This design comes from an exercise in tuning for small area on the open sky130 flow, not from production work. The RTL was checked by simulation tests, not by an equivalence proof against the original design. Power and IR drop assume default switching activity. The clock port is modelled as an ideal driver; clocking choices that lean on that would not hold on a real chip.

<file path="design.v">
module fifo #(parameter data_word_size_g = 16,
                        num_fifo_elements_g = 32,
                        reset_pol_g = 1'b0
            )( 
            input clk_i, rst_i, clk_en_i, r_en_i, w_en_i,
            input [data_word_size_g-1 : 0] w_data_i,
            output wire [data_word_size_g-1 : 0] r_data_o,
            output wire r_empty_o, w_full_o
            );
    reg [data_word_size_g-1 : 0] fifo_reg [num_fifo_elements_g-1 : 0];
    reg [num_fifo_elements_g-1 : 0] fifo_counter;
    reg [data_word_size_g-1 : 0] r_data_reg;
    reg [$clog2(num_fifo_elements_g)-1 : 0] r_ptr;
    reg [$clog2(num_fifo_elements_g)-1 : 0] w_ptr;
    always @(posedge clk_i)
        if (rst_i == reset_pol_g) begin
            fifo_counter <= {num_fifo_elements_g{1'b0}};
            w_ptr  <= 0;
            r_ptr <= 0;
        end else if (clk_en_i == 1) begin
            if (w_en_i && ~w_full_o) begin
                fifo_reg[w_ptr] <= w_data_i;
                if (!(r_en_i && ~r_empty_o))
                    fifo_counter <= fifo_counter + 1;
                if (w_ptr == num_fifo_elements_g) 
                    w_ptr <= 0;
                else 
                    w_ptr <= w_ptr + 1;
            end
            if (r_en_i && ~r_empty_o) begin
                r_data_reg <= fifo_reg[r_ptr];
                if (!(w_en_i && ~w_full_o))
                    fifo_counter <= fifo_counter - 1;
                if  (r_ptr == num_fifo_elements_g)
                    r_ptr <= 0;
                else  
                    r_ptr <= r_ptr + 1;
            end
        end
    assign r_data_o = r_data_reg;
	assign w_full_o = fifo_counter == num_fifo_elements_g ? 1'b1 : 1'b0; 
    assign r_empty_o = fifo_counter == 0 ? 1'b1 : 1'b0;
endmodule 
</file>
<file path="run.sh">
#!/bin/bash
# synth_recipe.tcl (not shown) runs the flow's synth.tcl, then flattens the netlist and writes it again
# the make line also repeats each setting of config.mk as NAME=value (left out here)
make -C /OpenROAD-flow-scripts/flow DESIGN_CONFIG=/design/flow/config.mk WORK_HOME=/design/flow/orfs CLKGATE_MAP_FILE= SYNTH_SCRIPT=/design/flow/synth_recipe.tcl finish
</file>
<file path="constraint.sdc">
create_clock -name core_clock -period 5.0 [get_ports {clk_i}]
set_input_delay 1.0000 -clock core_clock [delete_from_list [all_inputs] [get_ports {clk_i}]]
set_output_delay 1.0000 -clock core_clock [all_outputs]
set_load 0.01 [all_outputs]
</file>
<file path="config.mk">
export PLATFORM = sky130hd
export DESIGN_NAME = fifo
export DESIGN_NICKNAME = fifo
export VERILOG_FILES = /design/flow/design.v
export SDC_FILE = /design/flow/constraint.sdc
export NUM_CORES = 4
export LEC_CHECK = 0
export CAP_MARGIN = 20
export CORE_MARGIN = 2
export CORE_UTILIZATION = 40
export SLEW_MARGIN = 20
</file>
==> reports/metrics.cfg, run 1 <==
[status]
run_status=no timing/DRC/antenna violations

[critical_path]
regToRegEndpoint=fifo_reg[12][6]$_DFFE_PP_
arrival_ns=3.59
r2r_cells=8
worstSetupPathType=flip-flop to primary output
critPathMaxFanout=10
critical_path_required_ns=4.00
regToRegSetupSlack_ns=1.49
endpoint_kind=primary output
critPathLaunchType=flip-flop

[sta]
slew_violations=0
post-route-period-util=0.9185
fin_skew_ns=0.02027
setup_viol=0
hold_violations=0
fin_tns_setup_ns=0
grt_setup_unrepaired=no
max_freq_mhz=217.8
fin_crit_ns=4.592
relSlewSlack=0.2726
tightest_slew_ns=1.091

[clock_tree]
cts_sinks=570
holdBufCountCts=0
cts_tree=yes
postCtsResizedCells=0
cts_buffers=56
cts_root_buf=clkbuf_16
h-tree-depth=2
clkTransAtPathRegs_ns=0.06
clock_path_buffers=3
clock_latency_ns=0.62
cts_setup_buffers=0

[floorplanning]
core_area_um2=56600
start_util=0.4059
die_width_um=243.7
rows=87
die_area_um2=59370
dieHeight_um=243.7
pin_count=39

[global_routing]
grt_pass1_wl_um=79470
grt_max_degree=60
grt_pass1_vias=11630
grt_use_met2=0.2854
grt.total_usage=0.1830
grt_util_met1=0.2666
busiest_layer=met2
use_met3=0.03051
antenna_found_initial=1
overflow=0

[place]
numPortBuffers=38
place.gp.congestion=0.8786
dpl.hpwl_um=33300

[yosys]
synth_compound_area_frac=0.02206
synth-xor-area-share=0.004574
synth-main-ff-cell=edfxtp_1
synth-async-reset-ratio=0
synth_mux_area_frac=0.1700
synth_cells=1182
yosys-top-cells-area=edfxtp_1 (69%), mux4_2 (16%), dfxtp_1 (3.7%), nor2_1 (1.0%), mux2_2 (0.83%)
synth_top_area_frac=0.6901
synth_fp_nets=1210
synth_edf_count=528
synth_cell_types=60
synth-simple-area-share=0.05821
avgSynthCellArea_um2=19.44
synth_seq_cells=570
synth_top_family_by_area=multiplexers
yosys.area.top_type=edfxtp_1
ys_warn_count=1
netlist_area_um2=22980
synth_fa_ha_area_frac=0.003812
ys_seq_area_frac=0.7267

[cells_and_area]
area_growth_pct=14.44
layout_commonest_cell=edfxtp_1
drive_above_1_share=0.2747
nets=1288
final_cell_mix=edfxtp_1 (528), mux4_2 (160), clkbuf_16 (56)
largest_register_ffs=512

[min_path]
min_to=fifo_counter[30]$_SDFFE_PN0P_
hp-start=fifo_counter[30]$_SDFFE_PN0P_
hp-class=flip-flop to flip-flop
holdPathStages=2

[power_and_ir_drop]
ir_drop_v=0.0004685
p_seq_frac=0.442
p_switching_mw=3.993
leakagePower_nw=7.956
power.density_nw_per_um2=492.3
comb_power_share=0.253
power_mw=12.94
power_switching_share=0.3085
intPower_mw=8.950
clockPowerShare=0.305

[routing]
wl_per_cell_um=25.94
via_per_inst=5.692
ant_nets=0
drt_wl_total_um=53550
num_vias=11750
drt_pre_antenna_iters=5
drc=0
dr.first_iter.drc_count=1139

[job]
maxCapViolations=0

-- power by group through the flow --
stage	clock network, mW	registers, mW	logic, mW
2_1_floorplan	0	5.63	2.37
3_3_place_gp	0	5.81	3.22
3_5_place_dp	0	5.82	3.25
4_1_cts	4.03	5.72	3.26
5_1_grt	4.20	5.76	3.54
6_report	3.95	5.72	3.27
-- per-layer routing --
| layer | routed length (um) | up-vias |
|---|---|---|
| li1 | - | 5076 |
| met1 | 23550 | 6176 |
| met2 | 25430 | 429 |
| met3 | 3446 | 68 |
| met4 | 1122 | 0 |
| met5 | 0 | - |
-- how the worst max path moves through the flow --
stage | to | depth (start not counted) | slack (ns) | start
global placement | fifo_reg[28][7]$_DFFE_PP_ | 5 | 0.92 | w_en_i
floorplan | fifo_reg[23][0]$_DFFE_PP_ | 6 | 1.64 | w_en_i
CTS | r_empty_o | 7 | 0.46 | flip-flop
finish | r_empty_o | 7 | 0.41 | flip-flop
global route | r_empty_o | 7 | 0.18 | flip-flop
detailed placement | fifo_reg[30][7]$_DFFE_PP_ | 5 | 0.87 | w_en_i
-- worst max-delay path: stages, from the launching register on --
cell	delay [ns]
dfxtp_1	0.35
inv_1	0.09
ha_1	0.20
or4b_1	0.62
nor4_2	0.56
nand3_1	0.48
inv_1	0.14
clkdlybuf4s50_1	0.54
-- Yosys cell counts, types with 10 or more instances --
cell	n
a21oi_1	11
and3_1	11
buf_1	17
clkbuf_1	50
dfxtp_1	42
edfxtp_1	528
inv_1	12
mux2_2	17
mux2i_1	11
mux4_2	160
nand2_1	36
nand3_1	27
nand4_1	20
nor2_1	64
nor3_1	25
nor4_1	15
o21ai_0	10
or3_1	11
-- cell type report --
cell class                 instances  area [um2]
clock inverter                    36       260.3
sequential                       570       16710
timing repair buffer              92       835.8
clock buffer                      69        1460
fill                            4775       30310
inverter                          13       48.80
multi-input combinational        527        6033
antenna                            1       2.502
tap                              756       945.9
-- kinds of logic (layout without fill, tap and decap cells) --
logic type | count (synthesis) | count (layout)
xor+xnor | 12 | 12
buf+inv | 85 | 210
mux | 188 | 188
flops | 570 | 570
other cells | 0 | 1
fa+ha+maj | 7 | 7
simple gates | 252 | 252
compound gates | 68 | 68
-- through the flow --
step	instances	util	hold WS (ns)	setup WS, ns	area [um2]
5_1_grt	2063	0.4645	0.5433	0.1843	26290
3_5_place_dp	1958	0.4340	0.4977	0.8746	24560
3_3_place_gp	1958	0.4340	0.4948	0.9197	24560
4_1_cts	2063	0.4643	0.5071	0.4560	26280
6_report	2064	0.4645	0.5024	0.4076	26290
2_1_floorplan	1182	-	0.4701	1.636	22980
==> run 2, diff against run 1 <==
==> design.v (replaced) <==
module fifo #(parameter data_word_size_g = 16,
                        num_fifo_elements_g = 32,
                        reset_pol_g = 1'b0
            )(
            input clk_i, rst_i, clk_en_i, r_en_i, w_en_i,
            input [data_word_size_g-1 : 0] w_data_i,
            output wire [data_word_size_g-1 : 0] r_data_o,
            output wire r_empty_o, w_full_o
            );
    localparam W = data_word_size_g;
    localparam N = num_fifo_elements_g;
    localparam AW = $clog2(N);
    reg [W-1:0] mem [0:N-1];
    reg [W-1:0] r_data_reg;
    reg [AW:0] last;
    wire empty = last[AW];
    wire full  = (last == N - 1);
    wire do_w  = clk_en_i & w_en_i & ~full;
    wire do_r  = clk_en_i & r_en_i & ~empty;
    integer i;
    always @(posedge clk_i)
        if (do_w) begin
            mem[0] <= w_data_i;
            for (i = 1; i < N; i = i + 1)
                mem[i] <= mem[i-1];
        end
    wire [N:0] sel;
    fifo_dec #(.AW(AW), .N(N)) u_dec (.a(last[AW-1:0]), .en(do_r), .sel(sel));
    wire [W-1:0] rd;
    genvar g, b;
    generate
        for (b = 0; b < W; b = b + 1) begin : g_bit
            wire [N:0] col;
            for (g = 0; g < N; g = g + 1) begin : g_col
                assign col[g] = mem[g][b];
            end
            assign col[N] = r_data_reg[b];
            fifo_rmux1 #(.N(N+1)) u_mux (.sel(sel), .d(col), .q(rd[b]));
        end
    endgenerate
    always @(posedge clk_i)
        r_data_reg <= rd;
    always @(posedge clk_i)
        if (rst_i == reset_pol_g)
            last <= {(AW+1){1'b1}};
        else if (do_w & ~do_r)
            last <= last + 1'b1;
        else if (do_r & ~do_w)
            last <= last - 1'b1;
    assign r_data_o  = r_data_reg;
    assign w_full_o  = full;
    assign r_empty_o = empty;
endmodule
module fifo_dec #(parameter AW = 5, N = 32) (
    input  [AW-1:0] a,
    input           en,
    output [N:0]    sel
    );
    genvar g;
    generate
        for (g = 0; g < N; g = g + 1) begin : g_sel
            assign sel[g] = en & (a == g);
        end
    endgenerate
    assign sel[N] = ~en;
endmodule
module fifo_rmux1 #(parameter N = 33) (
    input  [N-1:0] sel,
    input  [N-1:0] d,
    output         q
    );
    localparam G = (N + 2) / 3;
    wire [3*G-1:0] s = {{(3*G-N){1'b0}}, sel};
    wire [3*G-1:0] x = {{(3*G-N){1'b0}}, d};
    wire [G-1:0] t;
    genvar g;
    generate
        for (g = 0; g < G; g = g + 1) begin : g_grp
            fifo_aoi222 u_aoi (.a0(x[3*g]), .s0(s[3*g]), .a1(x[3*g+1]), .s1(s[3*g+1]),
                               .a2(x[3*g+2]), .s2(s[3*g+2]), .y(t[g]));
        end
    endgenerate
    assign q = ~&t;
endmodule
module fifo_aoi222 (
    input a0, s0, a1, s1, a2, s2,
    output y
    );
    assign y = ~((a0 & s0) | (a1 & s1) | (a2 & s2));
endmodule
--- a/config.mk
+++ b/config.mk
@@ -6,6 +6,7 @@
 export NUM_CORES = 4
 export LEC_CHECK = 0
-export CAP_MARGIN = 20
+export CAP_MARGIN = 0
 export CORE_MARGIN = 2
-export CORE_UTILIZATION = 40
-export SLEW_MARGIN = 20
+export CORE_UTILIZATION = 60
+export SLEW_MARGIN = 0
+export SYNTH_HIERARCHICAL = 1
==> reports/metrics.cfg, run 2 <==
[sta]
max_freq_mhz=283.7  ; was 217.8 MHz
slew_violations=0  ; unchanged
post-route-period-util=0.7051  ; was 0.9185
fin_ws_ns=1.475  ; was 0.4076 ns
fin_tns_setup_ns=0  ; unchanged
tightest_slew_ns=1.217  ; was 1.091 ns
fin_crit_ns=3.525  ; was 4.592 ns
grt_setup_unrepaired=no  ; unchanged
hold_violations=0  ; unchanged
setup_viol=0  ; unchanged
fin_skew_ns=0.01924  ; was 0.02027 ns
relSlewSlack=0.1883  ; was 0.2726

[floorplanning]
pin_count=39  ; unchanged
dieHeight_um=180.2  ; was 243.7 um
die_area_um2=32490  ; was 59370 um2
die_width_um=180.2  ; was 243.7 um
start_util=0.6093  ; was 0.4059
core_area_um2=30590  ; was 56600 um2
rows=64  ; was 87

[clock_tree]
clock_path_buffers=3  ; unchanged
cts_tree=yes  ; unchanged
cts_sinks=534  ; was 570
h-tree-depth=2  ; unchanged
holdBufCountCts=0  ; unchanged
cts_setup_buffers=0  ; unchanged
cts_root_buf=clkbuf_16  ; unchanged
cts_buffers=51  ; was 56
clock_latency_ns=0.56  ; was 0.62 ns
clkTransAtPathRegs_ns=0.06  ; about the same
postCtsResizedCells=0  ; unchanged

[cells_and_area]
fin_area_um2=21430  ; was 26290 um2
area_growth_pct=14.99  ; was 14.44%
ff_latch_area_um2=15820  ; was 16710 um2
largest_register_ffs=512  ; unchanged
drive_above_1_share=0.1231  ; was 0.2747
nets=1026  ; was 1288
diodes=0  ; was 1
fillCellCount=1934  ; was 4775
final_cell_mix=edfxtp_1 (512), a222oi_1 (176), clkbuf_16 (53)  ; was edfxtp_1 (528), mux4_2 (160), clkbuf_16 (56)
multi_input_area_um2=2731  ; was 6033 um2
finalNonFillerCells=1436  ; was 2064
layout_commonest_cell=edfxtp_1  ; unchanged

[global_routing]
grt_pass1_wl_um=66830  ; was 79470 um
grt.total_usage=0.2798  ; was 0.1830
grt_max_degree=210  ; was 60
use_met3=0.06851  ; was 0.03051
overflow=0  ; unchanged
antenna_found_initial=0  ; was 1
grt_util_met1=0.3987  ; was 0.2666
busiest_layer=met2  ; unchanged
grt_use_met2=0.4287  ; was 0.2854
grt_pass1_vias=10210  ; was 11630

[power_and_ir_drop]
comb_power_share=0.054  ; was 0.253
leakagePower_nw=6.998  ; was 7.956 nW
clockPowerShare=0.386  ; was 0.305
ir_drop_v=0.0003502  ; was 0.0004685 V
p_seq_frac=0.560  ; was 0.442
p_switching_mw=2.052  ; was 3.993 mW
intPower_mw=7.666  ; was 8.950 mW
power_switching_share=0.2111  ; was 0.3085
power.density_nw_per_um2=453.4  ; was 492.3 nW/um2
power_mw=9.718  ; was 12.94 mW

[critical_path]
slowest_delay_ns=0.96  ; was 0.62 ns
critical_path_required_ns=5.51  ; was 4.00 ns
regToRegSetupSlack_ns=2.09  ; was 1.49 ns
path_cells=clkdlybuf4s50_1 > nand2_1 > or2_1 > inv_1 > nand4bb_1 > nor2_1 > buf_4 > a222oi_1 > nand3_1 > or3_1  ; was inv_1 > ha_1 > or4b_1 > nor4_2 > nand3_1 > inv_1 > clkdlybuf4s50_1
arrival_ns=4.04  ; was 3.59 ns
critPathLaunchType=primary input  ; was flip-flop
r2r_start=last[5]$_SDFFE_PN1P_
regToRegEndpoint=r_data_reg[8]$_DFF_P_  ; was fifo_reg[12][6]$_DFFE_PP_
critPathSlowestCell=nor2_1  ; was or4b_1
r2r_cells=8  ; unchanged
startpoint=clk_en_i
cp-endpoint=r_data_reg[8]$_DFF_P_  ; was r_empty_o
critPathMaxFanout=10  ; unchanged
endpoint_kind=flip-flop  ; was primary output
worstSetupPathType=primary input to flip-flop  ; was flip-flop to primary output

[place]
place_area_um2=19810  ; was 24560 um2
numPortBuffers=38  ; unchanged
dpl_worst_slack_ns=0.9396  ; was 0.8746 ns
dp.cells=1342  ; was 1958
dpl.hpwl_um=26600  ; was 33300 um
place.gp.congestion=0.8212  ; was 0.8786

[yosys]
synth_cells=882  ; was 1182
synth-async-reset-ratio=0  ; unchanged
ys_seq_area_frac=0.8486  ; was 0.7267
yosys-top-cells-count=edfxtp_1 (512), a222oi_1 (176), nor2_1 (35), nand4_1 (34), dfxtp_1 (22)  ; was edfxtp_1 (528), mux4_2 (160), nor2_1 (64), clkbuf_1 (50), dfxtp_1 (42)
yosys.area.top_type=edfxtp_1  ; unchanged
synth_top_area_frac=0.8250  ; was 0.6901
yosysMostFrequentCell=edfxtp_1  ; unchanged
synth_seq_cells=534  ; was 570
synth_cell_types=34  ; was 60
avgSynthCellArea_um2=21.13  ; was 19.44 um2
yosys-top-cells-area=edfxtp_1 (82%), a222oi_1 (9.5%), dfxtp_1 (2.4%), nand4_1 (1.1%), nor2_1 (0.70%)  ; was edfxtp_1 (69%), mux4_2 (16%), dfxtp_1 (3.7%), nor2_1 (1.0%), mux2_2 (0.83%)
synth_edf_count=512  ; was 528
ys_warn_count=8  ; was 1
netlist_area_um2=18640  ; was 22980 um2
synth_fp_nets=909  ; was 1210
synth-main-ff-cell=edfxtp_1  ; unchanged

[routing]
drc=0  ; unchanged
drt_pre_antenna_iters=7  ; was 5
drt_wl_total_um=45880  ; was 53550 um
ant_nets=0  ; unchanged
num_vias=10330  ; was 11750
via_per_inst=7.196  ; was 5.692
wl_per_cell_um=31.95  ; was 25.94 um
dr.first_iter.drc_count=2451  ; was 1139

[min_path]
holdPathStages=0  ; was 2
hp-class=flip-flop to flip-flop  ; unchanged

[status]
run_status=no timing/DRC/antenna violations  ; unchanged

[job]
maxCapViolations=0  ; unchanged

[run 2: cell types whose count changed in the layout (fill, tap and decap cells not counted), moves of 13 or more]
cell	change
nor3_1	-24
nor4_1	-13
mux4_2	-160
edfxtp_1	-16
dfxtp_1	-16
a222oi_1	+176
mux2_2	-17
nor2_2	-32
nand2_1	-27
nand4_1	+14
[run 2: final cells by class]
type / count / share of cell area
tap: 396 / 0.02312
clock buffer: 81 / 0.07053
multi-input combinational: 324 / 0.1275
clock inverter: 13 / 0.005079
sequential: 534 / 0.7380
timing repair buffer: 84 / 0.03503
inverter: 4 / 0.0008174
[run 2: per-stage QoR]
stage | util | hold slack (ns)
floorplan | - | 0.4260
global placement | 0.6476 | 0.4300
detailed placement | 0.6476 | 0.4341
CTS | 0.7006 | 0.4463
global route | 0.7006 | 0.4530
finish | 0.7006 | 0.4431
[run 2: worst min path at each step]
stage / start / to / slack, ns
6_report: mem[4][14]$_DFFE_PP_ / mem[5][14]$_DFFE_PP_ / 0.44
5_1_grt: mem[18][15]$_DFFE_PP_ / mem[19][15]$_DFFE_PP_ / 0.45
3_3_place_gp: mem[11][2]$_DFFE_PP_ / mem[12][2]$_DFFE_PP_ / 0.43
4_1_cts: mem[11][4]$_DFFE_PP_ / mem[12][4]$_DFFE_PP_ / 0.45
2_1_floorplan: mem[9][0]$_DFFE_PP_ / mem[10][0]$_DFFE_PP_ / 0.43
3_5_place_dp: mem[19][0]$_DFFE_PP_ / mem[20][0]$_DFFE_PP_ / 0.43
[run 2: logic make-up after synthesis]
| group | synth area share |
|---|---|
| flops | 0.8486 |
| compound gates | 0.09862 |
| simple gates | 0.03679 |
| buf+inv | 0.008123 |
| fa+ha+maj | 0.004431 |
| xor+xnor | 0.002350 |
| mux | 0.001074 |
[run 2: modules after synthesis, one instance, submodules excluded, excerpt]
module	cells	flip-flops and latches	copies in the design	cell area, um2
fifo_aoi222	1	0	176	10.01
fifo	594	534	1	16260
[run 2: per-layer routing]
layer  routed length [um]  vias to the layer above
met5                    0                        -
met4                 1749                        0
met3                 5539                      103
met2                21510                      698
met1                17080                     5261
li1                     -                     4272
[run 2: power groups by stage]
stage / Clock [mW] / Sequential [mW] / Combinational (mW)
2_1_floorplan: 0 / 5.50 / 0.386
3_3_place_gp: 0 / 5.51 / 0.504
3_5_place_dp: 0 / 5.52 / 0.524
4_1_cts: 3.80 / 5.44 / 0.524
5_1_grt: 3.97 / 5.47 / 0.564
6_report: 3.75 / 5.44 / 0.522
[run 2: critical path, delay by kind of cell]
kind,cells,cell delay [ns]
buffers and inverters,3,1.18
and+or+nand+nor,6,1.69
AOI/OAI and AO/OA,1,0.14
==> run 3, diff against run 2 <==
==> flow/run.sh (new file) <==
#!/bin/bash
# Layout flow: the standard ORFS flow with two changes.
#  - port buffers use the smallest buffer (buf_1) instead of ORFS's default pick;
#  - clock tree synthesis clusters up to 30 sinks per leaf buffer and inserts
#    no dummy loads.
# Everything else (synthesis, floorplan, power grid, tap cells, placement,
# routing) is the standard flow run by standard.sh.
set -euo pipefail
cd "$(dirname "$0")/.."
export BUFFER_PORTS_ARGS="-buffer_cell sky130_fd_sc_hd__buf_1"
export CTS_ARGS="-sink_clustering_enable -repair_clock_nets -sink_clustering_size 30 -sink_clustering_max_diameter 80 -dont_use_dummy_load"
bash standard.sh > standard_flow.log 2>&1
==> standard.sh (new file) <==
#!/bin/bash
# synth_recipe.tcl (not shown) runs the flow's synth.tcl, then flattens the netlist and writes it again
# the make line also repeats each setting of config.mk as NAME=value (left out here)
make -C /OpenROAD-flow-scripts/flow DESIGN_CONFIG=/design/flow/config.mk WORK_HOME=/design/flow/orfs CLKGATE_MAP_FILE= SYNTH_SCRIPT=/design/flow/synth_recipe.tcl "${@:-finish}"
--- a/config.mk
+++ b/config.mk
@@ -8,5 +8,5 @@
 export CAP_MARGIN = 0
 export CORE_MARGIN = 2
-export CORE_UTILIZATION = 60
+export CORE_UTILIZATION = 70
 export SLEW_MARGIN = 0
 export SYNTH_HIERARCHICAL = 1
removed: run.sh
==> reports/metrics.cfg, run 3 <==
[yosys]
ys_seq_area_frac=0.8486  ; unchanged
synth_seq_cells=534  ; unchanged
synth-main-ff-cell=edfxtp_1  ; unchanged
synth_fa_ha_area_frac=0.004431  ; unchanged
synth_top_area_frac=0.8250  ; unchanged
netlist_area_um2=18640  ; unchanged
ys_warn_count=8  ; unchanged
synth-simple-area-share=0.03679  ; unchanged
yosys.area.top_type=edfxtp_1  ; unchanged
synth_compound_area_frac=0.09862  ; unchanged
synth_cell_types=34  ; unchanged
synth-xor-area-share=0.002350  ; unchanged
yosysMostFrequentCell=edfxtp_1  ; unchanged
synth-async-reset-ratio=0  ; unchanged
synth_cells=882  ; unchanged
synth_mux_area_frac=0.001074  ; unchanged
yosys-top-cells-area=edfxtp_1 (82%), a222oi_1 (9.5%), dfxtp_1 (2.4%), nand4_1 (1.1%), nor2_1 (0.70%)  ; unchanged
synth_fp_nets=909  ; unchanged
synth_edf_count=512  ; unchanged
yosys-top-cells-count=edfxtp_1 (512), a222oi_1 (176), nor2_1 (35), nand4_1 (34), dfxtp_1 (22)  ; unchanged
synth_top_family_by_area=compound AO/OA/AOI/OAI gates  ; unchanged
avgSynthCellArea_um2=21.13  ; unchanged

[sta]
fin_tns_setup_ns=0  ; unchanged
setup_viol=0  ; unchanged
post-route-period-util=0.5929  ; was 0.7051
fin_skew_ns=0.01771  ; was 0.01924 ns
slew_violations=0  ; unchanged
hold_violations=0  ; unchanged
fin_ws_ns=2.036  ; was 1.475 ns
relSlewSlack=0.2786  ; was 0.1883
grt_setup_unrepaired=no  ; unchanged
hold_slack_ns=0.4508  ; was 0.4431 ns
max_freq_mhz=337.3  ; was 283.7 MHz
fin_crit_ns=2.964  ; was 3.525 ns
tightest_slew_ns=1.082  ; was 1.217 ns

[clock_tree]
h-tree-depth=1  ; was 2
cts_tree=yes  ; unchanged
clock_latency_ns=0.55  ; was 0.56 ns
cts_sinks=534  ; unchanged
clkTransAtPathRegs_ns=0.11  ; was 0.06 ns
cts_buffers=21  ; was 51
postCtsResizedCells=0  ; unchanged
cts_setup_buffers=0  ; unchanged
holdBufCountCts=0  ; unchanged
cts_root_buf=clkbuf_16  ; unchanged
clock_path_buffers=3  ; unchanged

[global_routing]
antenna_found_initial=0  ; unchanged
grt_pass1_wl_um=63780  ; was 66830 um
grt.total_usage=0.3120  ; was 0.2798
overflow=0  ; unchanged
grt_max_degree=192  ; was 210
grt_pass1_vias=10100  ; was 10210

[critical_path]
critPathLaunchType=primary input  ; unchanged
regToRegEndpoint=mem[27][12]$_DFFE_PP_  ; was r_data_reg[8]$_DFF_P_
slowest_delay_ns=0.54  ; was 0.96 ns
endpoint_kind=flip-flop  ; unchanged
regToRegSetupSlack_ns=2.12  ; was 2.09 ns
startpoint=clk_en_i  ; unchanged
r2r_cells=5  ; was 8
worstSetupPathType=primary input to flip-flop  ; unchanged
critPathSlowestCell=or4b_1  ; was nor2_1
r2r_start=last[3]$_SDFFE_PN1P_  ; was last[5]$_SDFFE_PN1P_
critical_path_required_ns=5.50  ; was 5.51 ns
path_cells=buf_1 > nand2_1 > or2_1 > inv_1 > or4b_1 > nor2_1 > buf_4 > a222oi_1 > nand4_1 > or3_1  ; was clkdlybuf4s50_1 > nand2_1 > or2_1 > inv_1 > nand4bb_1 > nor2_1 > buf_4 > a222oi_1 > nand3_1 > or3_1
arrival_ns=3.46  ; was 4.04 ns
critPathMaxFanout=11  ; was 10

[floorplanning]
rows=59  ; was 64
die_width_um=167.2  ; was 180.2 um
die_area_um2=27940  ; was 32490 um2
dieHeight_um=167.2  ; was 180.2 um
start_util=0.7132  ; was 0.6093
core_area_um2=26130  ; was 30590 um2
pin_count=39  ; unchanged

[place]
numPortBuffers=38  ; unchanged
dpl_worst_slack_ns=1.512  ; was 0.9396 ns
place.gp.congestion=0.8651  ; was 0.8212
dp.cells=1273  ; was 1342
dpl.hpwl_um=26770  ; was 26600 um

[min_path]
hp-class=flip-flop to flip-flop  ; unchanged
holdPathStages=0  ; unchanged
min_to=mem[9][6]$_DFFE_PP_  ; was mem[5][14]$_DFFE_PP_
hp-start=mem[8][6]$_DFFE_PP_  ; was mem[4][14]$_DFFE_PP_

[routing]
drt_pre_antenna_iters=22  ; was 7
ant_nets=0  ; unchanged
wl_per_cell_um=33.36  ; was 31.95 um
drc=0  ; unchanged
via_per_inst=7.891  ; was 7.196
dr.first_iter.drc_count=2661  ; was 2451
drt_wl_total_um=43170  ; was 45880 um
num_vias=10210  ; was 10330

[cells_and_area]
layout_commonest_cell=edfxtp_1  ; unchanged
drive_above_1_share=0.07508  ; was 0.1231
nets=988  ; was 1026
largest_register_ffs=512  ; unchanged
final_cell_mix=edfxtp_1 (512), a222oi_1 (176), buf_1 (38)  ; was edfxtp_1 (512), a222oi_1 (176), clkbuf_16 (53)
area_growth_pct=7.110  ; was 14.99%
finalNonFillerCells=1294  ; was 1436
diodes=0  ; unchanged

[power_and_ir_drop]
power.density_nw_per_um2=393.1  ; was 453.4 nW/um2
leakagePower_nw=6.319  ; was 6.998 nW
ir_drop_v=0.0003175  ; was 0.0003502 V

[job]
maxCapViolations=0  ; unchanged

[status]
run_status=no timing/DRC/antenna violations  ; unchanged

-- run 3: cell counts after synthesis --
No cell type changed its count.
-- run 3: cell type report --
class | count | area (um2)
inverter | 4 | 17.52
multi-input combinational | 324 | 2731
fill | 1421 | 6171
sequential | 534 | 15820
clock buffer | 21 | 525.5
tap | 335 | 419.2
timing repair buffer | 76 | 452.9
-- run 3: logic make-up (layout without fill, tap and decap cells) --
family | Yosys count | in the layout
compound gates | 185 | 185
xor+xnor | 5 | 5
fa+ha+maj | 6 | 6
buf+inv | 24 | 101
flops | 534 | 534
mux | 2 | 2
simple gates | 126 | 126
-- run 3: where the power goes --
group / total, mW / internal [mW] / leakage, nW / switching (mW)
logic: 0.442 / 0.159 / 1.08 / 0.283
registers: 5.44 / 5.24 / 4.98 / 0.200
clock network: 1.96 / 0.761 / 0.259 / 1.20
total: 7.85 / 6.16 / 6.32 / 1.68
-- run 3: critical path, delay by kind of cell --
family          cells  cell delay [ns]
compound gates      1             0.15
simple gates        6             1.59
buf+inv             3             0.72
-- run 3: per-module statistics from Yosys, one instance, submodules excluded, excerpt --
module       area, um2  copies in the design
fifo             16260                     1
fifo_aoi222      10.01                   176
-- run 3: worst max-delay path by stage --
stage	end	slack [ns]	cells after the start
floorplan	last[5]$_SDFFE_PN1P_	-5.62	9
global placement	r_data_reg[4]$_DFF_P_	1.52	10
detailed placement	r_data_reg[0]$_DFF_P_	1.51	10
CTS	r_data_reg[7]$_DFF_P_	2.08	10
global route	r_data_reg[7]$_DFF_P_	1.90	10
finish	r_data_reg[7]$_DFF_P_	2.04	10
-- run 3: per-stage QoR --
step	instance area, um2	power, mW	utilization
2_1_floorplan	18710	5.886	-
3_3_place_gp	19440	5.938	0.7438
3_5_place_dp	19440	5.980	0.7438
4_1_cts	19960	7.864	0.7639
5_1_grt	19960	8.084	0.7639
6_report	19960	7.847	0.7639
-- run 3: layer usage --
layer	track usage	wire length (um)
met5	0	0
met4	0.1078	1491
met3	0.06169	6099
met2	0.4956	20600
met1	0.4482	14980
==> run 4, diff against run 3 <==
--- a/design.v
+++ b/design.v
@@ -25,6 +25,12 @@
                 mem[i] <= mem[i-1];
         end
-    wire [N:0] sel;
-    fifo_dec #(.AW(AW), .N(N)) u_dec (.a(last[AW-1:0]), .en(do_r), .sel(sel));
+    wire [N:0] sel_n, sel;
+    fifo_dec #(.AW(AW), .N(N)) u_dec (.a(last[AW-1:0]), .en(do_r), .sel_n(sel_n));
+    genvar k;
+    generate
+        for (k = 0; k <= N; k = k + 1) begin : g_drv
+            fifo_inv u_inv (.a(sel_n[k]), .y(sel[k]));
+        end
+    endgenerate
     wire [W-1:0] rd;
     genvar g, b;
@@ -55,13 +61,19 @@
     input  [AW-1:0] a,
     input           en,
-    output [N:0]    sel
+    output [N:0]    sel_n
     );
     genvar g;
     generate
         for (g = 0; g < N; g = g + 1) begin : g_sel
-            assign sel[g] = en & (a == g);
+            assign sel_n[g] = ~(en & (a == g));
         end
     endgenerate
-    assign sel[N] = ~en;
+    assign sel_n[N] = en;
+endmodule
+module fifo_inv (
+    input  a,
+    output y
+    );
+    assign y = ~a;
 endmodule
 module fifo_rmux1 #(parameter N = 33) (
==> reports/metrics.cfg, run 4 <==
[status]
run_status=no timing/DRC/antenna violations  ; unchanged

[yosys]
synth-main-ff-cell=edfxtp_1  ; unchanged
synth_fa_ha_area_frac=0.004394  ; was 0.004431
yosys-top-cells-count=edfxtp_1 (512), a222oi_1 (176), nand2_1 (42), inv_1 (36), nand4_1 (33)  ; was edfxtp_1 (512), a222oi_1 (176), nor2_1 (35), nand4_1 (34), dfxtp_1 (22)
synth_cell_types=34  ; unchanged
synth_cells=915  ; was 882
synth-xor-area-share=0.002330  ; was 0.002350
synth-async-reset-ratio=0  ; unchanged
synth_seq_cells=534  ; unchanged
synth-simple-area-share=0.03802  ; was 0.03679
synth_fp_nets=942  ; was 909
netlist_area_um2=18790  ; was 18640 um2
yosysMostFrequentCell=edfxtp_1  ; unchanged
synth_top_family_by_area=compound AO/OA/AOI/OAI gates  ; unchanged
ys_seq_area_frac=0.8415  ; was 0.8486
synth_mux_area_frac=0.001065  ; was 0.001074
avgSynthCellArea_um2=20.54  ; was 21.13 um2
yosys-top-cells-area=edfxtp_1 (82%), a222oi_1 (9.4%), dfxtp_1 (2.3%), nand4_1 (1.1%), nand2_1 (0.84%)  ; was edfxtp_1 (82%), a222oi_1 (9.5%), dfxtp_1 (2.4%), nand4_1 (1.1%), nor2_1 (0.70%)
synth_top_area_frac=0.8181  ; was 0.8250
yosys.area.top_type=edfxtp_1  ; unchanged
synth_edf_count=512  ; unchanged
synth_compound_area_frac=0.09780  ; was 0.09862
ys_warn_count=8  ; unchanged

[routing]
wl_met1_um=15170  ; was 14980 um
drc=0  ; unchanged
routed.top_layer=met4  ; unchanged
drt_wl_total_um=42650  ; was 43170 um
ant_nets=0  ; unchanged
dr.first_iter.drc_count=2592  ; was 2661
wl_met3_um=5318  ; was 6099 um
num_vias=10160  ; was 10210
drt_pre_antenna_iters=10  ; was 22
wl_per_cell_um=32.98  ; was 33.36 um
wl_met2_um=20690  ; was 20600 um
via_per_inst=7.858  ; was 7.891

[clock_tree]
cts_root_buf=clkbuf_16  ; unchanged
cts_buffers=21  ; unchanged
cts_sinks=534  ; unchanged
clkTransAtPathRegs_ns=0.11  ; about the same
clock_latency_ns=0.54  ; was 0.55 ns
holdBufCountCts=0  ; unchanged
clock_path_buffers=3  ; unchanged
cts_tree=yes  ; unchanged
h-tree-depth=1  ; unchanged
postCtsResizedCells=0  ; unchanged
cts_setup_buffers=0  ; unchanged

[critical_path]
critPathMaxFanout=16  ; was 11
cp_num_buf_inv=3  ; unchanged
regToRegSetupSlack_ns=2.11  ; was 2.12 ns
critPathLaunchType=primary input  ; unchanged
critPathSlowestCell=a222oi_1  ; was or4b_1
endpoint_kind=flip-flop  ; unchanged
slowest_delay_ns=0.56  ; was 0.54 ns
arrival_ns=3.40  ; was 3.46 ns
path_cells=buf_1 > nand2_1 > or2_1 > inv_1 > and4b_2 > nand2_1 > inv_1 > a222oi_1 > nand4_1 > or3_1  ; was buf_1 > nand2_1 > or2_1 > inv_1 > or4b_1 > nor2_1 > buf_4 > a222oi_1 > nand4_1 > or3_1
worstSetupPathType=primary input to flip-flop  ; unchanged
critical_path_required_ns=5.43  ; was 5.50 ns
crit_family=simple AND/OR/NAND/NOR gates  ; unchanged

[cells_and_area]
area_growth_pct=5.626  ; was 7.110%
drive_above_1_share=0.04802  ; was 0.07508
largest_register_ffs=512  ; unchanged
fin_area_um2=19850  ; was 19960 um2
layout_commonest_cell=edfxtp_1  ; unchanged
final_cell_mix=edfxtp_1 (512), a222oi_1 (176), nand2_1 (40)  ; was edfxtp_1 (512), a222oi_1 (176), buf_1 (38)
fillCellCount=1430  ; was 1421
final_core_util=0.7575  ; was 0.7639
diodes=0  ; unchanged
nets=987  ; was 988

[power_and_ir_drop]
ir_drop_v=0.0003539  ; was 0.0003175 V
leakagePower_nw=6.466  ; was 6.319 nW
power_mw=7.834  ; was 7.847 mW
power.density_nw_per_um2=394.7  ; was 393.1 nW/um2

[sta]
fin_tns_setup_ns=0  ; unchanged
fin_ws_ns=2.030  ; was 2.036 ns
post-route-period-util=0.5940  ; was 0.5929
fin_skew_ns=0.01797  ; was 0.01771 ns
tightest_slew_ns=1.256  ; was 1.082 ns
hold_violations=0  ; unchanged
grt_setup_unrepaired=no  ; unchanged
max_freq_mhz=336.7  ; was 337.3 MHz
relSlewSlack=0.1626  ; was 0.2786
fin_crit_ns=2.970  ; was 2.964 ns
setup_viol=0  ; unchanged
slew_violations=0  ; unchanged

[global_routing]
grt_max_degree=227  ; was 192
overflow=0  ; unchanged
grt.total_usage=0.3024  ; was 0.3120
grt_pass1_vias=9980  ; was 10100
grt_pass1_wl_um=62380  ; was 63780 um
antenna_found_initial=0  ; unchanged

[floorplanning]
core_area_um2=26210  ; was 26130 um2
pin_count=39  ; unchanged
dieHeight_um=167.9  ; was 167.2 um
die_area_um2=28170  ; was 27940 um2
start_util=0.7171  ; was 0.7132
die_width_um=167.9  ; was 167.2 um
rows=59  ; unchanged

[place]
numPortBuffers=38  ; unchanged
dpl.hpwl_um=22940  ; was 26770 um
place_area_um2=19320  ; was 19440 um2
place.gp.congestion=0.8438  ; was 0.8651
dpl_worst_slack_ns=1.518  ; was 1.512 ns

[min_path]
hp-class=flip-flop to flip-flop  ; unchanged

[job]
maxCapViolations=0  ; unchanged

run 4: path summary, 6_finish.rpt:
| path | startpoint | endpoint | cells after the start |
|---|---|---|---|
| worst min-delay path | mem[30][0]$_DFFE_PP_ | mem[31][0]$_DFFE_PP_ | 0 |
| worst max-delay path | clk_en_i | r_data_reg[14]$_DFF_P_ | 10 |
| worst min register to register | mem[30][0]$_DFFE_PP_ | mem[31][0]$_DFFE_PP_ | 0 |
| worst max register to register | last[3]$_SDFFE_PN1P_ | mem[9][4]$_DFFE_PP_ | 5 |
run 4: cell families after synthesis:
| family | after synthesis |
|---|---|
| AOI/OAI and AO/OA | 185 |
| xor gates and xnor gates | 5 |
| adders and majority gates | 6 |
| buffers and inverters | 57 |
| DFF | 534 |
| muxes | 2 |
| and+or+nand+nor | 126 |
run 4: stage by stage:
stage                     hold slack [ns]  std cells
after floorplan                    0.4260        915
after global placement             0.4287       1272
after detailed placement           0.4327       1272
after CTS                          0.4524       1293
after global routing               0.4638       1293
final                              0.4592       1293
run 4: layout make-up:
type | instances | area [um2] | area share
Timing Repair Buffer | 43 | 192.7 | 0.009707
Sequential cell | 534 | 15820 | 0.7967
Tap cell | 335 | 419.2 | 0.02112
Multi-Input combinational cell | 324 | 2760 | 0.1390
Clock buffer | 21 | 525.5 | 0.02647
Inverter | 36 | 137.6 | 0.006933
run 4: per-module statistics from Yosys (local to each module, per instance), a selection:
module       flops+latches  times used  cells  area, um2
fifo_aoi222              0         176      1      10.01
fifo_inv                 0          33      1      3.754
fifo                   534           1    594      16260
run 4: layer usage:
| layer | vias up | track usage |
|---|---|---|
| li1 | 4157 | - |
| met4 | 0 | 0.1078 |
| met2 | 781 | 0.4862 |
| met1 | 5116 | 0.4265 |
| met3 | 107 | 0.05900 |
| met5 | - | 0 |
run 4: report_power, final:
group | total, mW | switching (mW) | internal, mW
combinational | 0.437 | 0.279 | 0.158
sequential | 5.43 | 0.188 | 5.24
clock | 1.97 | 1.20 | 0.761
==> run 5, diff against run 4 <==
--- a/design.v
+++ b/design.v
@@ -47,11 +47,17 @@
     always @(posedge clk_i)
         r_data_reg <= rd;
+    wire inc = do_w & ~do_r;
+    wire dec = do_r & ~do_w;
+    reg [AW:0] tgl;
+    always @* begin
+        tgl[0] = inc | dec;
+        for (i = 1; i <= AW; i = i + 1)
+            tgl[i] = tgl[i-1] & (inc ? last[i-1] : ~last[i-1]);
+    end
     always @(posedge clk_i)
         if (rst_i == reset_pol_g)
             last <= {(AW+1){1'b1}};
-        else if (do_w & ~do_r)
-            last <= last + 1'b1;
-        else if (do_r & ~do_w)
-            last <= last - 1'b1;
+        else
+            last <= last ^ tgl;
     assign r_data_o  = r_data_reg;
     assign w_full_o  = full;
==> reports/metrics.cfg, run 5 <==
[global_routing]
grt_pass1_wl_um=62400  ; was 62380 um
grt_pass1_vias=9892  ; was 9980
antenna_found_initial=0  ; unchanged
grt_max_degree=226  ; was 227
grt.total_usage=0.3040  ; was 0.3024
overflow=0  ; unchanged

[clock_tree]
clkTransAtPathRegs_ns=0.10  ; was 0.11 ns
clock_latency_ns=0.55  ; was 0.54 ns
clock_path_buffers=3  ; unchanged
cts_buffers=21  ; unchanged
h-tree-depth=1  ; unchanged
cts_setup_buffers=0  ; unchanged
holdBufCountCts=0  ; unchanged
postCtsResizedCells=0  ; unchanged
cts_tree=yes  ; unchanged
cts_sinks=534  ; unchanged
cts_root_buf=clkbuf_16  ; unchanged

[floorplanning]
rows=59  ; unchanged
die_area_um2=28060  ; was 28170 um2
die_width_um=167.5  ; was 167.9 um
start_util=0.7162  ; was 0.7171
dieHeight_um=167.5  ; was 167.9 um
core_area_um2=26130  ; was 26210 um2
pin_count=39  ; unchanged

[sta]
post-route-period-util=0.5993  ; was 0.5940
grt_setup_unrepaired=no  ; unchanged
fin_crit_ns=2.996  ; was 2.970 ns
fin_tns_setup_ns=0  ; unchanged
hold_violations=0  ; unchanged
fin_ws_ns=2.004  ; was 2.030 ns
setup_viol=0  ; unchanged
max_freq_mhz=333.7  ; was 336.7 MHz
fin_skew_ns=0.009706  ; was 0.01797 ns
tightest_slew_ns=1.368  ; was 1.256 ns
slew_violations=0  ; unchanged
relSlewSlack=0.08797  ; was 0.1626

[yosys]
synth_cell_types=30  ; was 34
synth_cells=906  ; was 915
synth_seq_cells=534  ; unchanged
synth-async-reset-ratio=0  ; unchanged
synth_top_area_frac=0.8215  ; was 0.8181
ys_warn_count=8  ; unchanged
yosys-top-cells-area=edfxtp_1 (82%), a222oi_1 (9.4%), dfxtp_1 (2.4%), nand4_1 (1.1%), nand2_1 (0.78%)  ; was edfxtp_1 (82%), a222oi_1 (9.4%), dfxtp_1 (2.3%), nand4_1 (1.1%), nand2_1 (0.84%)
synth-main-ff-cell=edfxtp_1  ; unchanged
avgSynthCellArea_um2=20.66  ; was 20.54 um2
yosysMostFrequentCell=edfxtp_1  ; unchanged
ys_seq_area_frac=0.8450  ; was 0.8415
synth_fp_nets=928  ; was 942
synth_edf_count=512  ; unchanged
netlist_area_um2=18720  ; was 18790 um2
yosys-top-cells-count=edfxtp_1 (512), a222oi_1 (176), nand2_1 (39), inv_1 (34), nand4_1 (33)  ; was edfxtp_1 (512), a222oi_1 (176), nand2_1 (42), inv_1 (36), nand4_1 (33)
yosys.area.top_type=edfxtp_1  ; unchanged

[min_path]
hp-class=flip-flop to flip-flop  ; unchanged

[place]
dp.cells=1260  ; was 1272
dpl.hpwl_um=22760  ; was 22940 um
place_area_um2=19180  ; was 19320 um2
dpl_worst_slack_ns=1.533  ; was 1.518 ns
place.gp.congestion=0.8685  ; was 0.8438
numPortBuffers=38  ; unchanged

[routing]
wl_per_cell_um=33.21  ; was 32.98 um
drt_wl_total_um=42540  ; was 42650 um
dr.first_iter.drc_count=2393  ; was 2592
ant_nets=0  ; unchanged
num_vias=10140  ; was 10160
drc=0  ; unchanged
via_per_inst=7.912  ; was 7.858
drt_pre_antenna_iters=11  ; was 10

[cells_and_area]
final_cell_mix=edfxtp_1 (512), a222oi_1 (176), nand2_1 (38), buf_1 (38), inv_1 (34)  ; was edfxtp_1 (512), a222oi_1 (176), nand2_1 (40)
drive_above_1_share=0.04123  ; was 0.04802
layout_commonest_cell=edfxtp_1  ; unchanged
final_core_util=0.7541  ; was 0.7575
largest_register_ffs=512  ; unchanged
nets=970  ; was 987
diodes=0  ; unchanged
finalNonFillerCells=1281  ; was 1293
area_growth_pct=5.302  ; was 5.626%
fin_area_um2=19710  ; was 19850 um2

[power_and_ir_drop]
power.density_nw_per_um2=375.9  ; was 394.7 nW/um2
leakagePower_nw=6.426  ; was 6.466 nW
ir_drop_v=0.0003568  ; was 0.0003539 V

[critical_path]
critPathLaunchType=primary input  ; unchanged
cp_num_buf_inv=3  ; unchanged
critical_path_required_ns=5.49  ; was 5.43 ns
crit_family=buffers and inverters  ; was simple AND/OR/NAND/NOR gates
slowest_delay_ns=0.79  ; was 0.56 ns
cpMostUsedCell=inv_1
arrival_ns=3.49  ; was 3.40 ns
critPathMaxFanout=16  ; unchanged
endpoint_kind=flip-flop  ; unchanged
path_cells=buf_1 > nand3b_1 > inv_1 > nor4b_4 > nand2_1 > inv_1 > a222oi_1 > nand4_1 > or3_1  ; was buf_1 > nand2_1 > or2_1 > inv_1 > and4b_2 > nand2_1 > inv_1 > a222oi_1 > nand4_1 > or3_1
worstSetupPathType=primary input to flip-flop  ; unchanged
critPathSlowestCell=inv_1  ; was a222oi_1

[job]
maxCapViolations=0  ; unchanged

[status]
run_status=no timing/DRC/antenna violations  ; unchanged

## run 5: cell types whose count changed after synthesis, sizes merged, moves of 3 or more
cell   change
xnor2      +3
nand2      -3
or3        +3
nand3      +4
ha         -4
## run 5: per-stage QoR
step | hold slack (ns) | power [mW]
final | 0.4587 | 7.409
after floorplan | 0.4260 | 5.511
after CTS | 0.4588 | 7.436
after detailed placement | 0.4353 | 5.542
after global routing | 0.4674 | 7.627
after global placement | 0.4314 | 5.517
## run 5: worst paths after layout
path | startpoint | end | slack, ns | cells after the start
worst max-delay path | clk_en_i | r_data_reg[10]$_DFF_P_ | 2.00 | 9
worst min-delay path | mem[4][12]$_DFFE_PP_ | mem[5][12]$_DFFE_PP_ | 0.46 | 0
worst max register to register | last[2]$_SDFF_PN1_ | last[4]$_SDFF_PN1_ | 2.04 | 8
worst min register to register | mem[4][12]$_DFFE_PP_ | mem[5][12]$_DFFE_PP_ | 0.46 | 0
## run 5: report_power, final
| part | internal, mW | switching, mW |
|---|---|---|
| combinational | 0.0611 | 0.144 |
| sequential | 5.12 | 0.120 |
| clock | 0.760 | 1.20 |
| total | 5.94 | 1.46 |
## run 5: layout make-up
type	count	area, um2
clock buffer	21	525.5
fill	1453	6425
inverter	34	127.6
multi-input combinational	316	2630
sequential	534	15820
tap	335	419.2
timing repair buffer	41	190.2
## run 5: routing by layer
| metal | vias up | wire (um) | track usage | part of all wire |
|---|---|---|---|---|
| li1 | 4117 | - | - | - |
| met1 | 5089 | 15010 | 0.4208 | 0.35 |
| met2 | 807 | 20490 | 0.4797 | 0.48 |
| met3 | 122 | 5035 | 0.06311 | 0.12 |
| met4 | 0 | 2003 | 0.1376 | 0.047 |
| met5 | - | 0 | 0 | 0 |
## run 5: worst register-to-register path: stages (launching register included)
cell      delay [ns]
dfxtp_1         0.65
nand3_1         0.14
nor3_1          0.42
nor2_4          0.16
ha_1            0.34
or4_4           0.57
a211oi_1        0.34
xnor2_1         0.16
nand2_1         0.07
## run 5: kinds of logic after synthesis
group / share of synthesized area
AO/OA/AOI/OAI: 0.09614
XOR/XNOR: 0.003276
adder cells (fa/ha/maj): 0.0006684
buffers and inverters: 0.01591
flip-flops: 0.8450
AND/OR/NAND/NOR: 0.03898
## run 5: modules after synthesis, one instance, submodules excluded, a selection
| module | flip-flops and latches | cells inside | copies in the design | cell area, um2 |
|---|---|---|---|---|
| fifo_aoi222 | 0 | 1 | 176 | 10.01 |
| fifo | 534 | 585 | 1 | 16180 |
| fifo_inv | 0 | 1 | 33 | 3.754 |
==> run 6, diff against run 5 <==
--- a/design.v
+++ b/design.v
@@ -18,11 +18,24 @@
     wire do_w  = clk_en_i & w_en_i & ~full;
     wire do_r  = clk_en_i & r_en_i & ~empty;
+    wire do_w_n = ~do_w;
+    wire [W-1:0] mem_d [0:N-1];
+    genvar gi, gb;
+    generate
+        for (gi = 0; gi < N; gi = gi + 1) begin : g_word
+            for (gb = 0; gb < W; gb = gb + 1) begin : g_bit
+                if (gi == 0) begin : g_in
+                    fifo_hold u_hold (.q(mem[gi][gb]), .x(w_data_i[gb]),
+                                      .en(do_w), .en_n(do_w_n), .d(mem_d[gi][gb]));
+                end else begin : g_shift
+                    fifo_hold u_hold (.q(mem[gi][gb]), .x(mem[gi-1][gb]),
+                                      .en(do_w), .en_n(do_w_n), .d(mem_d[gi][gb]));
+                end
+            end
+        end
+    endgenerate
     integer i;
     always @(posedge clk_i)
-        if (do_w) begin
-            mem[0] <= w_data_i;
-            for (i = 1; i < N; i = i + 1)
-                mem[i] <= mem[i-1];
-        end
+        for (i = 0; i < N; i = i + 1)
+            mem[i] <= mem_d[i];
     wire [N:0] sel_n, sel;
     fifo_dec #(.AW(AW), .N(N)) u_dec (.a(last[AW-1:0]), .en(do_r), .sel_n(sel_n));
@@ -77,4 +90,10 @@
     assign sel_n[N] = en;
 endmodule
+module fifo_hold (
+    input  q, x, en, en_n,
+    output d
+    );
+    assign d = (q | en) & (x | en_n);
+endmodule
 module fifo_inv (
     input  a,
==> reports/metrics.cfg, run 6 <==
[critical_path]
regToRegSetupSlack_ns=1.38  ; was 2.04 ns
critical_path_required_ns=5.42  ; was 5.49 ns
cp_num_buf_inv=1  ; was 3
critPathMaxFanout=157  ; was 16
slowest_delay_ns=0.65  ; was 0.79 ns
r2r_start=last[3]$_SDFF_PN1_  ; was last[2]$_SDFF_PN1_
crit_cells=10  ; was 9
r2r_cells=10  ; was 8
crit_family=simple AND/OR/NAND/NOR gates  ; was buffers and inverters
regToRegEndpoint=last[4]$_SDFF_PN1_  ; unchanged
path_cells=nand2_1 > nor2_1 > nand4_1 > nand3_4 > inv_8 > ha_1 > or4_4 > a211oi_1 > xnor2_1 > nand2_1  ; was buf_1 > nand3b_1 > inv_1 > nor4b_4 > nand2_1 > inv_1 > a222oi_1 > nand4_1 > or3_1
cpMostUsedCell=nand2_1  ; was inv_1
endpoint_kind=flip-flop  ; unchanged
critPathSlowestCell=dfxtp_1  ; was inv_1
worstSetupPathType=flip-flop to flip-flop  ; was primary input to flip-flop
arrival_ns=4.04  ; was 3.49 ns
critPathLaunchType=flip-flop  ; was primary input

[sta]
fin_tns_setup_ns=0  ; unchanged
relSlewSlack=0.1435  ; was 0.08797
fin_crit_ns=3.623  ; was 2.996 ns
hold_slack_ns=0.4934  ; was 0.4587 ns
hold_violations=0  ; unchanged
slew_violations=0  ; unchanged
grt_setup_unrepaired=no  ; unchanged
post-route-period-util=0.7246  ; was 0.5993
tightest_slew_ns=1.283  ; was 1.368 ns
setup_viol=0  ; unchanged
fin_skew_ns=0.02544  ; was 0.009706 ns
fin_ws_ns=1.377  ; was 2.004 ns
max_freq_mhz=276.0  ; was 333.7 MHz

[yosys]
synth-xor-area-share=0.003391  ; was 0.003276
ys_seq_area_frac=0.5913  ; was 0.8450
synth_top_family_by_area=compound AO/OA/AOI/OAI gates  ; unchanged
synth_compound_area_frac=0.3475  ; was 0.09614
synth_edf_count=0  ; was 512
ys_warn_count=9  ; was 8
yosysMostFrequentCell=dfxtp_1  ; was edfxtp_1
synth-simple-area-share=0.04021  ; was 0.03898
avgSynthCellArea_um2=12.74  ; was 20.66 um2
synth_fa_ha_area_frac=0.0006920  ; was 0.0006685
netlist_area_um2=18080  ; was 18720 um2
yosys-top-cells-count=dfxtp_1 (534), o22a_1 (512), a222oi_1 (176), nand2_1 (38), inv_1 (36)  ; was edfxtp_1 (512), a222oi_1 (176), nand2_1 (39), inv_1 (34), nand4_1 (33)
synth_mux_area_frac=0  ; unchanged
synth-async-reset-ratio=0  ; unchanged
yosys-top-cells-area=dfxtp_1 (59%), o22a_1 (25%), a222oi_1 (9.7%), nand4_1 (1.2%), nand2_1 (0.79%)  ; was edfxtp_1 (82%), a222oi_1 (9.4%), dfxtp_1 (2.4%), nand4_1 (1.1%), nand2_1 (0.78%)
synth_top_area_frac=0.5913  ; was 0.8215
synth_seq_cells=534  ; unchanged
synth_cells=1419  ; was 906
synth_cell_types=29  ; was 30
synth_fp_nets=1441  ; was 928
synth-main-ff-cell=dfxtp_1  ; was edfxtp_1
yosys.area.top_type=dfxtp_1  ; was edfxtp_1

[clock_tree]
cts_buffers=21  ; unchanged
clock_path_buffers=3  ; unchanged
clock_latency_ns=0.55  ; about the same
cts_setup_buffers=0  ; unchanged
h-tree-depth=1  ; unchanged
clkTransAtPathRegs_ns=0.11  ; was 0.10 ns
postCtsResizedCells=0  ; unchanged
cts_root_buf=clkbuf_16  ; unchanged
cts_sinks=534  ; unchanged
cts_tree=yes  ; unchanged
holdBufCountCts=0  ; unchanged

[cells_and_area]
area_growth_pct=5.585  ; was 5.302%
diodes=0  ; unchanged
final_core_util=0.7559  ; was 0.7541
nets=1485  ; was 970
fin_area_um2=19090  ; was 19710 um2
largest_register_ffs=512  ; unchanged
drive_above_1_share=0.02806  ; was 0.04123
layout_commonest_cell=dfxtp_1  ; was edfxtp_1
final_cell_mix=dfxtp_1 (534), o22a_1 (512), a222oi_1 (176)  ; was edfxtp_1 (512), a222oi_1 (176), nand2_1 (38), buf_1 (38), inv_1 (34)
finalNonFillerCells=1791  ; was 1281
fillCellCount=1793  ; was 1453

[place]
dpl.hpwl_um=24410  ; was 22760 um
place_area_um2=18560  ; was 19180 um2
dpl_worst_slack_ns=1.182  ; was 1.533 ns
place.gp.congestion=0.7908  ; was 0.8685
dp.cells=1770  ; was 1260
numPortBuffers=38  ; unchanged

[routing]
drt_wl_total_um=47690  ; was 42540 um
drt_pre_antenna_iters=10  ; was 11
num_vias=13950  ; was 10140
ant_nets=0  ; unchanged
via_per_inst=7.788  ; was 7.912
wl_per_cell_um=26.63  ; was 33.21 um
drc=0  ; unchanged
dr.first_iter.drc_count=2714  ; was 2393

[floorplanning]
start_util=0.7159  ; was 0.7162
pin_count=39  ; unchanged
rows=58  ; was 59
dieHeight_um=164.7  ; was 167.5 um
die_area_um2=27130  ; was 28060 um2
core_area_um2=25250  ; was 26130 um2
die_width_um=164.7  ; was 167.5 um

[power_and_ir_drop]
power.density_nw_per_um2=485.2  ; was 375.9 nW/um2
leakagePower_nw=6.856  ; was 6.426 nW
ir_drop_v=0.0003754  ; was 0.0003568 V
power_mw=9.263  ; was 7.409 mW

[job]
maxCapViolations=0  ; unchanged

[min_path]
min_to=mem[31][7]$_DFF_P_  ; was mem[5][12]$_DFFE_PP_
hp-start=mem[31][7]$_DFF_P_  ; was mem[4][12]$_DFFE_PP_
hp-class=flip-flop to flip-flop  ; unchanged
holdPathStages=1  ; was 0

[status]
run_status=no timing/DRC/antenna violations  ; unchanged

[global_routing]
grt_max_degree=245  ; was 226
grt_pass1_vias=12070  ; was 9892
overflow=0  ; unchanged
grt.total_usage=0.3373  ; was 0.3040
grt_pass1_wl_um=70130  ; was 62400 um
antenna_found_initial=0  ; unchanged

[run 6: layout make-up]
| class | instances | area (um2) | area share |
|---|---|---|---|
| clock buffer | 21 | 525.5 | 0.02753 |
| inverter | 36 | 142.6 | 0.007472 |
| multi-input combinational | 827 | 7101 | 0.3720 |
| sequential | 534 | 10690 | 0.5600 |
| tap | 330 | 412.9 | 0.02163 |
| timing repair buffer | 43 | 217.7 | 0.01140 |
[run 6: worst register-to-register path: stages, from the launching register on]
cell and delay, ns:
dfxtp_1 0.65, nand2_1 0.10, nor2_1 0.11, nand4_1 0.17
nand3_4 0.52, inv_8 0.41, ha_1 0.46, or4_4 0.56
a211oi_1 0.30, xnor2_1 0.15, nand2_1 0.07
[run 6: cells by family (layout without fill, tap and decap cells)]
| logic type | after synthesis | in the layout |
|---|---|---|
| adder cells (fa/ha/maj) | 1 | 1 |
| AND/OR/NAND/NOR | 126 | 126 |
| flip-flops | 534 | 534 |
| XOR/XNOR | 7 | 7 |
| AO/OA/AOI/OAI | 693 | 693 |
| buffers and inverters | 58 | 100 |
[run 6: how the worst max path moves through the flow]
stage | startpoint | to | slack, ns
3_5_place_dp | clk_en_i | last[4]$_SDFF_PN1_ | 1.18
3_3_place_gp | clk_en_i | last[4]$_SDFF_PN1_ | 1.28
6_report | last[3]$_SDFF_PN1_ | last[4]$_SDFF_PN1_ | 1.38
2_1_floorplan | w_en_i | last[5]$_SDFF_PN1_ | -9.73
4_1_cts | last[3]$_SDFF_PN1_ | last[4]$_SDFF_PN1_ | 1.36
5_1_grt | last[3]$_SDFF_PN1_ | last[4]$_SDFF_PN1_ | 1.14
[run 6: power breakdown]
group,switching [mW],internal [mW]
Clock,1.21,0.761
Sequential,0.817,5.29
Combinational,0.397,0.785
Total,2.42,6.84
[run 6: layer usage]
metal,global-route usage,routed length (um),vias to the layer above
met5,0,0,-
met4,0.1253,1447,0
met3,0.04671,4538,106
met2,0.5348,22480,638
met1,0.4737,19230,6964
li1,-,-,6240
[run 6: Yosys stat by module (local to each module, per instance), a selection]
module	cells inside	area, um2
fifo	586	11060
fifo_aoi222	1	10.01
fifo_hold	1	8.758
fifo_inv	1	3.754
==> run 7, diff against run 6 <==
==> flow/run.sh (replaced) <==
#!/bin/bash
# Layout flow: the standard ORFS flow with two changes.
#  - port buffers use the smallest buffer (buf_1) instead of ORFS's default pick;
#  - clock tree synthesis builds the tree from clkbuf_8 cells, clusters up to
#    20 sinks (within 60 um) per leaf buffer and inserts no dummy loads.
# Everything else (synthesis, floorplan, power grid, tap cells, placement,
# routing) is the standard flow run by standard.sh.
set -euo pipefail
cd "$(dirname "$0")/.."
export BUFFER_PORTS_ARGS="-buffer_cell sky130_fd_sc_hd__buf_1"
export CTS_ARGS="-sink_clustering_enable -repair_clock_nets -sink_clustering_size 20 -sink_clustering_max_diameter 60 -buf_list sky130_fd_sc_hd__clkbuf_8 -dont_use_dummy_load"
bash standard.sh > standard_flow.log 2>&1
==> reports/metrics.cfg, run 7 <==
[yosys]
synth-async-reset-ratio=0  ; unchanged
synth-simple-area-share=0.04021  ; unchanged
yosys-top-cells-count=dfxtp_1 (534), o22a_1 (512), a222oi_1 (176), nand2_1 (38), inv_1 (36)  ; unchanged
avgSynthCellArea_um2=12.74  ; unchanged
ys_seq_area_frac=0.5913  ; unchanged
netlist_area_um2=18080  ; unchanged
yosys.area.top_type=dfxtp_1  ; unchanged
yosysMostFrequentCell=dfxtp_1  ; unchanged
synth_edf_count=0  ; unchanged
synth_cells=1419  ; unchanged
synth_fa_ha_area_frac=0.0006920  ; unchanged
synth_cell_types=29  ; unchanged
synth_compound_area_frac=0.3475  ; unchanged
ys_warn_count=9  ; unchanged
synth_top_area_frac=0.5913  ; unchanged
synth_seq_cells=534  ; unchanged
synth_top_family_by_area=compound AO/OA/AOI/OAI gates  ; unchanged
synth-main-ff-cell=dfxtp_1  ; unchanged
synth_fp_nets=1441  ; unchanged
yosys-top-cells-area=dfxtp_1 (59%), o22a_1 (25%), a222oi_1 (9.7%), nand4_1 (1.2%), nand2_1 (0.79%)  ; unchanged
synth-xor-area-share=0.003391  ; unchanged
synth_mux_area_frac=0  ; unchanged

[sta]
hold_violations=0  ; unchanged
grt_setup_unrepaired=no  ; unchanged
fin_skew_ns=0.03591  ; was 0.02544 ns
fin_crit_ns=3.629  ; was 3.623 ns
slew_violations=0  ; unchanged
relSlewSlack=0.1611  ; was 0.1435
max_freq_mhz=275.6  ; was 276.0 MHz
hold_slack_ns=0.4782  ; was 0.4934 ns
fin_ws_ns=1.371  ; was 1.377 ns
setup_viol=0  ; unchanged
tightest_slew_ns=1.257  ; was 1.283 ns
fin_tns_setup_ns=0  ; unchanged
post-route-period-util=0.7258  ; was 0.7246

[clock_tree]
clkTransAtPathRegs_ns=0.12  ; was 0.11 ns
h-tree-depth=1  ; unchanged
postCtsResizedCells=0  ; unchanged
holdBufCountCts=0  ; unchanged
cts_sinks=534  ; unchanged
cts_root_buf=clkbuf_8  ; was clkbuf_16
cts_tree=yes  ; unchanged
cts_setup_buffers=0  ; unchanged
clock_latency_ns=0.63  ; was 0.55 ns
cts_buffers=31  ; was 21
clock_path_buffers=3  ; unchanged

[global_routing]
grt_pass1_vias=12060  ; was 12070
grt.total_usage=0.3344  ; was 0.3373
antenna_found_initial=0  ; unchanged
grt_pass1_wl_um=69440  ; was 70130 um
overflow=0  ; unchanged
grt_max_degree=245  ; unchanged

[place]
dpl_worst_slack_ns=1.182  ; unchanged
dpl.hpwl_um=24410  ; unchanged
numPortBuffers=38  ; unchanged
dp.cells=1770  ; unchanged
place_area_um2=18560  ; unchanged
place.gp.congestion=0.7908  ; unchanged

[critical_path]
path_cells=nand2_1 > nor2_1 > nand4_1 > nand3_4 > inv_8 > ha_1 > or4_4 > a211oi_1 > xnor2_1 > nand2_1  ; unchanged
critical_path_required_ns=5.49  ; was 5.42 ns
arrival_ns=4.11  ; was 4.04 ns
critPathMaxFanout=157  ; unchanged
endpoint_kind=flip-flop  ; unchanged
critPathSlowestCell=dfxtp_1  ; unchanged
cp_num_buf_inv=1  ; unchanged
critPathLaunchType=flip-flop  ; unchanged
worstSetupPathType=flip-flop to flip-flop  ; unchanged
cpMostUsedCell=nand2_1  ; unchanged
crit_family=simple AND/OR/NAND/NOR gates  ; unchanged
slowest_delay_ns=0.64  ; was 0.65 ns

[floorplanning]
die_area_um2=27130  ; unchanged
core_area_um2=25250  ; unchanged
pin_count=39  ; unchanged
die_width_um=164.7  ; unchanged
rows=58  ; unchanged
start_util=0.7159  ; unchanged
dieHeight_um=164.7  ; unchanged

[job]
maxCapViolations=0  ; unchanged

[routing]
drt_pre_antenna_iters=12  ; was 10
num_vias=13880  ; was 13950
drt_wl_total_um=47400  ; was 47690 um
dr.first_iter.drc_count=2595  ; was 2714
via_per_inst=7.709  ; was 7.788
drc=0  ; unchanged
ant_nets=0  ; unchanged
wl_per_cell_um=26.32  ; was 26.63 um

[cells_and_area]
diodes=0  ; unchanged
nets=1495  ; was 1485
area_growth_pct=5.038  ; was 5.585%
fin_area_um2=18990  ; was 19090 um2
final_core_util=0.7520  ; was 0.7559
layout_commonest_cell=dfxtp_1  ; unchanged
largest_register_ffs=512  ; unchanged
final_cell_mix=dfxtp_1 (534), o22a_1 (512), a222oi_1 (176)  ; unchanged
drive_above_1_share=0.03467  ; was 0.02806
finalNonFillerCells=1801  ; was 1791

[power_and_ir_drop]
ir_drop_v=0.0004105  ; was 0.0003754 V
power.density_nw_per_um2=476.2  ; was 485.2 nW/um2
leakagePower_nw=6.820  ; was 6.856 nW
power_mw=9.043  ; was 9.263 mW

[min_path]
hp-class=flip-flop to flip-flop  ; unchanged

[status]
run_status=no timing/DRC/antenna violations  ; unchanged

==> run 7: cell counts after synthesis <==
Identical to the previous run, type by type.
==> run 7: cell families after synthesis <==
group / count (synthesis)
adder cells (fa/ha/maj): 1
AO/OA/AOI/OAI: 693
flip-flops: 534
buffers and inverters: 58
AND/OR/NAND/NOR: 126
XOR/XNOR: 7
==> run 7: final timing paths <==
check                      startpoint             endpoint  slack (ns)  depth (start not counted)
setup / recovery   last[3]$_SDFF_PN1_   last[4]$_SDFF_PN1_        1.37                         10
hold / removal    mem[20][10]$_DFF_P_  mem[21][10]$_DFF_P_        0.48                          1
setup reg to reg   last[3]$_SDFF_PN1_   last[4]$_SDFF_PN1_        1.37                         10
hold reg to reg   mem[20][10]$_DFF_P_  mem[21][10]$_DFF_P_        0.48                          1
==> run 7: modules after synthesis, one instance, submodules excluded, a selection <==
module | cells | cell area, um2
fifo | 586 | 11060
fifo_aoi222 | 1 | 10.01
fifo_hold | 1 | 8.758
fifo_inv | 1 | 3.754
==> run 7: where the power goes <==
group | internal [mW] | leakage, nW | switching, mW | total (mW)
clock network | 0.556 | 0.223 | 1.20 | 1.76
registers | 5.29 | 4.45 | 0.811 | 6.10
logic | 0.785 | 2.15 | 0.395 | 1.18
total | 6.63 | 6.82 | 2.41 | 9.04
==> run 7: worst reg2reg max path, stage by stage, from the launching register on <==
cell      delay, ns
dfxtp_1        0.64
nand2_1        0.10
nor2_1         0.11
nand4_1        0.17
nand3_4        0.52
inv_8          0.43
ha_1           0.46
or4_4          0.56
a211oi_1       0.30
xnor2_1        0.15
nand2_1        0.07
==> run 7: layer usage <==
metal  vias to the layer above  GRT usage  routed length [um]
met5                         -          0                   0
met4                         0     0.1257                1547
met3                       106    0.04420                4312
met2                       627     0.5323               22150
met1                      6914     0.4686               19390
li1                       6237          -                   -
==> run 7: layout make-up <==
type | instances | area (um2)
clock buffers | 31 | 426.7
fillers | 1817 | 6264
inverters | 36 | 142.6
multi-input cells | 827 | 7101
flip-flops and latches | 534 | 10690
well taps | 330 | 412.9
repair buffers | 43 | 217.7

what the ideal ports hide:
No port has a modelled driver above. Below, the same layouts with a new extraction and two added sets of constraints. Step 1: set_driving_cell puts a clkbuf_16 on clk_i and a buf_2 on each other input, an assumption about the parent block. Step 2 moves the port delays by t, midway between the first and last clock arrival at a register: inputs arrive t later, outputs are due t later. That takes back most of the time a late clock gives input paths. Three values: no drivers, after step 1, after step 2; two values: the first two.
run | shift t [ns] | slack for setup (ns) | latest minus earliest clock arrival (ns)
run 1 | 0.663 | 0.408 / 0.351 / 0.863 | 0.021 / 0.021
run 2 | 0.603 | 1.475 / 1.502 / 0.898 | 0.023 / 0.023
run 3 | 0.593 | 2.036 / 2.061 / 1.468 | 0.021 / 0.020
run 4 | 0.585 | 2.030 / 2.061 / 1.476 | 0.022 / 0.022
run 5 | 0.595 | 2.004 / 1.999 / 1.439 | 0.013 / 0.013
run 6 | 0.591 | 1.377 / 1.377 / 1.172 | 0.028 / 0.027
run 7 | 0.663 | 1.371 / 1.371 / 1.166 | 0.036 / 0.036
After both steps every run listed still meets setup and hold. For run 2, which loses most, drivers alone change the setup slack by +0.027 ns; drivers and shift together by -0.577 ns.
